What follows belongs to an exercise in optimizing a design on an open flow for small area and a short achievable clock period; a production flow would make more cautious choices. At most, simulation tests tie the RTL to the original design; equivalence was not proved.

== v38 ==
## lab2_pipe
module lab2_pipe (
    input clk,
    input rst,
    input start,
    input [31:0] x,
    output reg rdy,
    output [31:0] y
);
Size: roughly 3000 cells after synthesis, ~320 flip-flops, ~68 I/O pins, roughly 0.030 mm2 of cells after synthesis.
Settings: LEC_CHECK=0, CAP_MARGIN=20, CORE_MARGIN=2, CORE_UTILIZATION=40, PLACE_DENSITY=0.6, SLEW_MARGIN=75, SYNTH_HIERARCHICAL=1; clock period 15.0 ns.
standard.sh (not shown) runs the stock make flow with config.mk's settings and CLKGATE_MAP_FILE= SYNTH_SCRIPT=/design/flow/synth_recipe.tcl, a recipe that flattens the netlist after the stock synthesis.
==> flow/flow/run.sh <==
#!/bin/bash
set -euo pipefail
export BUFFER_PORTS_ARGS="-buffer_cell sky130_fd_sc_hd__buf_2"
bash standard.sh > standard_flow.log 2>&1
v38 finished all stages; the layout is clean.
Modified inputs, v37 compared to v38
--- a/flow/config.mk
+++ b/flow/config.mk
@@ -8,6 +8,8 @@
 export CAP_MARGIN = 20
 export CORE_MARGIN = 2
-export CORE_UTILIZATION = 40
-export PLACE_DENSITY = 0.6
+export CORE_UTILIZATION = 60
+export CTS_CLUSTER_DIAMETER = 80
+export CTS_CLUSTER_SIZE = 22
+export PLACE_DENSITY = 0.75
 export SLEW_MARGIN = 75
 export SYNTH_HIERARCHICAL = 1
Results
All of v38 and v37 finish clean.
Diff v38 and v37: number of levels the H-tree was split into higher in v38
Any difference in cell area after technology mapping between v37 and v38 is small enough to ignore.
v37 vs. v38: critical path depth down 1; routed wire length down 2.7%; highest net fanout along the worst path up 2.
The critical path data required time on v37 is in line with that on v38.
Modified inputs, v47 compared to v37
--- a/flow/config.mk
+++ b/flow/config.mk
@@ -8,8 +8,8 @@
 export CAP_MARGIN = 20
 export CORE_MARGIN = 2
-export CORE_UTILIZATION = 60
+export CORE_UTILIZATION = 40
 export CTS_CLUSTER_DIAMETER = 80
 export CTS_CLUSTER_SIZE = 22
-export PLACE_DENSITY = 0.75
+export PLACE_DENSITY = 0.6
 export SLEW_MARGIN = 75
 export SYNTH_HIERARCHICAL = 1
--- outcome ---
- Going from v37 to v47, die area grew by more than a quarter.
- v47 | stages: all done | timing, DRC, antenna: all pass
- | global-route track usage on met2 | higher: v37 |
#### Input delta (v36 over v47)
--- a/flow/config.mk
+++ b/flow/config.mk
@@ -12,4 +12,4 @@
 export CTS_CLUSTER_SIZE = 22
 export PLACE_DENSITY = 0.6
-export SLEW_MARGIN = 75
+export SLEW_MARGIN = 65
 export SYNTH_HIERARCHICAL = 1
Notes after the runs:
Sort v36 and v47 by relative area change from synthesis to final layout, ascending, and v36 comes first.
v36 against v47: via count lost 172; final area lost about 0.8%; vias per cell lost about 0.64%; wire length of the first global-routing pass neither gained nor lost much.
Re synthesized area per cell: no difference whatsoever between v36 and v47.
Relative to v36, the following input files were edited for v29:
--- a/flow/config.mk
+++ b/flow/config.mk
@@ -12,4 +12,4 @@
 export CTS_CLUSTER_SIZE = 22
 export PLACE_DENSITY = 0.6
-export SLEW_MARGIN = 65
+export SLEW_MARGIN = 80
 export SYNTH_HIERARCHICAL = 1
### Flow results
- When the final numbers for v29 and v36 were put side by side, the final critical-path setup slack turned out to be greater in v36.
- In terms of ratio of final minimum period to clock period, v36 and v29 differ only marginally.
- For data required time of the critical path, v36 and v29 come out practically identical.
- Compared with v36, in v29 wire length of the first global-routing pass now larger, post-route cell area now larger.
- Between v29 and v36, the difference in clock tree cell share of total cell area is negligible.
> inputs changed (v29 -> v12)
==> flow/run.sh (new file) <==
#!/bin/bash
# synth_recipe.tcl (not shown) runs the flow's synth.tcl, then flattens the netlist and writes it again
# the make line also repeats each setting of config.mk as NAME=value (left out here)
make -C /OpenROAD-flow-scripts/flow DESIGN_CONFIG=/design/flow/config.mk WORK_HOME=/design/flow/orfs CLKGATE_MAP_FILE= SYNTH_SCRIPT=/design/flow/synth_recipe.tcl finish
--- a/flow/config.mk
+++ b/flow/config.mk
@@ -9,7 +9,5 @@
 export CORE_MARGIN = 2
 export CORE_UTILIZATION = 40
-export CTS_CLUSTER_DIAMETER = 80
-export CTS_CLUSTER_SIZE = 22
 export PLACE_DENSITY = 0.6
-export SLEW_MARGIN = 80
+export SLEW_MARGIN = 75
 export SYNTH_HIERARCHICAL = 1
removed: flow/flow/run.sh
removed: flow/standard.sh
- v12 and v29 ended up with nearly the same sequential share of layout area.
- v12: CTS H-tree depth higher than v29
- When v12 is measured against v29, its worst setup slack turns out 0.084 ns lower.
- There was hardly any difference in worst hold slack between v29 and v12.
- In the flow results for v12 and v29, the number of antenna violations at the first check in global routing is smaller on v29.
- On number of non-filler instances in the completed layout, v12 and v29 are basically level.
- For starting DRC count in detailed routing, dividing the value from v29 by the value from v12 gives 0.820.
- Re ratio of final minimum period to clock period: v12 is 0.56 points up on v29.
- Going from v29 to v12, global-route usage up 0.26 points.

lab2_pipe, a different RTL version from the one above (not shown whole).
Size: about 2900 cells after synthesis, ~290 flip-flops, ~68 I/O pins, ~30000 sq um of cells after synthesis.
Settings: LEC_CHECK=0, CAP_MARGIN=20, CORE_MARGIN=2, CORE_UTILIZATION=40, PLACE_DENSITY=0.6, SLEW_MARGIN=75, SYNTH_HIERARCHICAL=1; clock period 15.0 ns.
run.sh (not shown) runs the stock make flow with config.mk's settings and CLKGATE_MAP_FILE= SYNTH_SCRIPT=/design/flow/synth_recipe.tcl, a recipe that flattens the netlist after the stock synthesis.
Stock flow here: none of the scripts above is used.
==> next run, changes <==
- CAP_MARGIN: 20 -> 50
Setup slack is unchanged.
Critical path depth does not change.
Global-route usage is unchanged.
Register-to-register slack barely changes.
==> next run, changes <==
- CAP_MARGIN: 50 -> 20
- SLEW_MARGIN: 75 -> 20
Hold slack improves by 0.0039 ns.
Worst setup slack gets worse by 0.38 ns.
Synthesized cell count is unchanged.
Via count stays flat.
Wire length is about the same.
Critical path depth stays the same.
Sequential cell count stays the same.
Final area falls by 1.3%.
Global-route usage came out higher by 0.11 points.

Another version of the RTL of lab2_pipe (not shown whole).
Size: ~2900 cells after synthesis, roughly 68 I/O pins, ~30000 um^2 of cells after synthesis.
clock: 15.0 ns
lec_check: 0
cap_margin: 20
core_margin: 2
core_utilization: 60
cts_cluster_diameter: 80
cts_cluster_size: 22
place_density: 0.75
slew_margin: 70
synth_hierarchical: 1
standard.sh (not shown) runs the stock make flow with config.mk's settings and CLKGATE_MAP_FILE= SYNTH_SCRIPT=/design/flow/synth_recipe.tcl, a recipe that flattens the netlist after the stock synthesis.
==> flow/flow/run.sh <==
#!/bin/bash
set -euo pipefail
export BUFFER_PORTS_ARGS="-buffer_cell sky130_fd_sc_hd__buf_2"
bash standard.sh > standard_flow.log 2>&1
Then changed:
--- a/flow/config.mk
+++ b/flow/config.mk
@@ -8,8 +8,8 @@
 export CAP_MARGIN = 20
 export CORE_MARGIN = 2
-export CORE_UTILIZATION = 60
-export CTS_CLUSTER_DIAMETER = 80
-export CTS_CLUSTER_SIZE = 22
-export PLACE_DENSITY = 0.75
-export SLEW_MARGIN = 70
+export CORE_UTILIZATION = 40
+export CTS_CLUSTER_DIAMETER = 60
+export CTS_CLUSTER_SIZE = 30
+export PLACE_DENSITY = 0.6
+export SLEW_MARGIN = 75
 export SYNTH_HIERARCHICAL = 1
What happened: The new run finished clean; final cell count came out higher by 9.4%; routed wire length came out lower by 1.1%; non-clock buffer count came out higher by 15; die area came out higher by 49%.
Then changed:
--- a/flow/config.mk
+++ b/flow/config.mk
@@ -9,7 +9,7 @@
 export CORE_MARGIN = 2
 export CORE_UTILIZATION = 40
-export CTS_CLUSTER_DIAMETER = 60
-export CTS_CLUSTER_SIZE = 30
-export PLACE_DENSITY = 0.6
-export SLEW_MARGIN = 75
+export CTS_CLUSTER_DIAMETER = 80
+export CTS_CLUSTER_SIZE = 22
+export PLACE_DENSITY = 0.7
+export SLEW_MARGIN = 60
 export SYNTH_HIERARCHICAL = 1
Effect: Cell area goes down by a few percent; register-to-register slack degrades by 250 ps; final cell count decreases slightly; worst hold slack stays flat; via count is higher slightly; clock-buffer cell count drops by 11.
Then changed:
--- a/flow/config.mk
+++ b/flow/config.mk
@@ -9,7 +9,9 @@
 export CORE_MARGIN = 2
 export CORE_UTILIZATION = 40
-export CTS_CLUSTER_DIAMETER = 80
-export CTS_CLUSTER_SIZE = 22
-export PLACE_DENSITY = 0.7
-export SLEW_MARGIN = 60
+export CTS_BUF_LIST = sky130_fd_sc_hd__clkbuf_8
+export CTS_CLUSTER_DIAMETER = 60
+export CTS_CLUSTER_SIZE = 16
+export GPL_ROUTABILITY_DRIVEN = 0
+export PLACE_DENSITY = 0.6
+export SLEW_MARGIN = 75
 export SYNTH_HIERARCHICAL = 1
Effect:
- global-route usage increases by 0.75 points
- setup slack is better by 120 ps
- cell area increases by 1.2%
- routed wire length increases by 3.0%
- register-to-register slack is better by 250 ps
- fmax increases by 3.0%
- non-clock buffer count increases by 17

lab2_pipe, a different RTL version from the one above (not shown whole).
For scale: roughly 2,900 cells after synthesis, roughly 350 flip-flops, roughly 30,000 um2 of cells after synthesis.
==> flow/config.mk <==
export PLATFORM = sky130hd
export DESIGN_NAME = lab2_pipe
export DESIGN_NICKNAME = lab2_pipe
export VERILOG_FILES = /design/flow/design.v
export SDC_FILE = /design/flow/constraint.sdc
export NUM_CORES = 4
export LEC_CHECK = 0
export CAP_MARGIN = 20
export CORE_MARGIN = 2
export CORE_UTILIZATION = 60
export CTS_CLUSTER_DIAMETER = 80
export CTS_CLUSTER_SIZE = 22
export PLACE_DENSITY = 0.75
export SLEW_MARGIN = 75
export SYNTH_HIERARCHICAL = 1
==> flow/constraint.sdc <==
create_clock -name core_clock -period 15.0 [get_ports {clk}]
set_input_delay 3.0000 -clock core_clock [delete_from_list [all_inputs] [get_ports {clk}]]
set_output_delay 3.0000 -clock core_clock [all_outputs]
set_load 0.01 [all_outputs]
Scripts as last shown in full above: flow/flow/run.sh
Edit:
CORE_UTILIZATION = 40   (was 60)
CTS_CLUSTER_DIAMETER = 50   (was 80)
CTS_CLUSTER_SIZE = 40   (was 22)
PLACE_DENSITY = 0.6   (was 0.75)
What happened: The new run produced a clean layout. Final cell count rises by 9.8%. Core utilization fell by 20 points. Setup slack barely changes. Via count is lower by 4.1%. Global-route usage is lower by 9.3 points. Final area went up by 3.8%. Sequential share of layout area decreases by 0.86 points. Sequential cell count is unchanged.
No run of this note included a check of the RTL's function; only the layout flow was run.

-- port drivers added, routing unchanged --
Ports are ideal in the flow. The routed layouts listed here were re-timed in OpenROAD.
Step 1, drivers: a clkbuf_16 drives clk and a buf_2 each remaining input, both assumed.
Step 2 moves the port delays by t, midway between the first and last clock arrival at a register: inputs arrive t later, outputs are due t later. That takes back most of the time a late clock gives input paths.
Slacks: ideal ports / drivers / drivers and shift; pairs: ideal ports / drivers.
| run | shift t [ns] | setup WS [ns] | worst setup path after step 2 | cell pins on the clock port's net |
|---|---|---|---|---|
| v38 | 0.623 | 10.716 / 10.716 / 10.716 | register to register | 1 |
| v37 | 0.617 | 10.560 / 10.560 / 10.560 | register to register | 1 |
| v47 | 0.660 | 10.729 / 10.729 / 10.729 | register to register | 1 |
| v36 | 0.655 | 10.637 / 10.637 / 10.637 | register to register | 1 |
| v29 | 0.656 | 10.630 / 10.630 / 10.630 | register to register | 1 |
| v12 | 0.615 | 10.546 / 10.484 / 10.263 | input to register | 1 |
| the first run of note 2 | 0.595 | 9.859 / 9.859 / 9.859 | register to register | 1 |
| the second run of note 2 | 0.595 | 9.859 / 9.859 / 9.859 | register to register | 1 |
| the third run of note 2 | 0.602 | 9.475 / 9.475 / 9.475 | register to register | 1 |
| the first run of note 3 | 0.620 | 10.887 / 10.887 / 10.887 | register to register | 1 |
| the second run of note 3 | 0.629 | 10.977 / 10.904 / 10.832 | input to register | 1 |
| the third run of note 3 | 0.644 | 10.775 / 10.775 / 10.775 | register to register | 1 |
| the fourth run of note 3 | 0.672 | 10.899 / 10.837 / 10.858 | input to register | 1 |
| the first run of note 4 | 0.619 | 10.906 / 10.906 / 10.825 | input to register | 1 |
| the second run of note 4 | 0.653 | 10.904 / 10.872 / 10.853 | input to register | 1 |
After both steps setup and hold are still met in every run listed. For v12, which loses most, drivers alone change the setup slack by -0.062 ns; drivers and shift together by -0.283 ns.
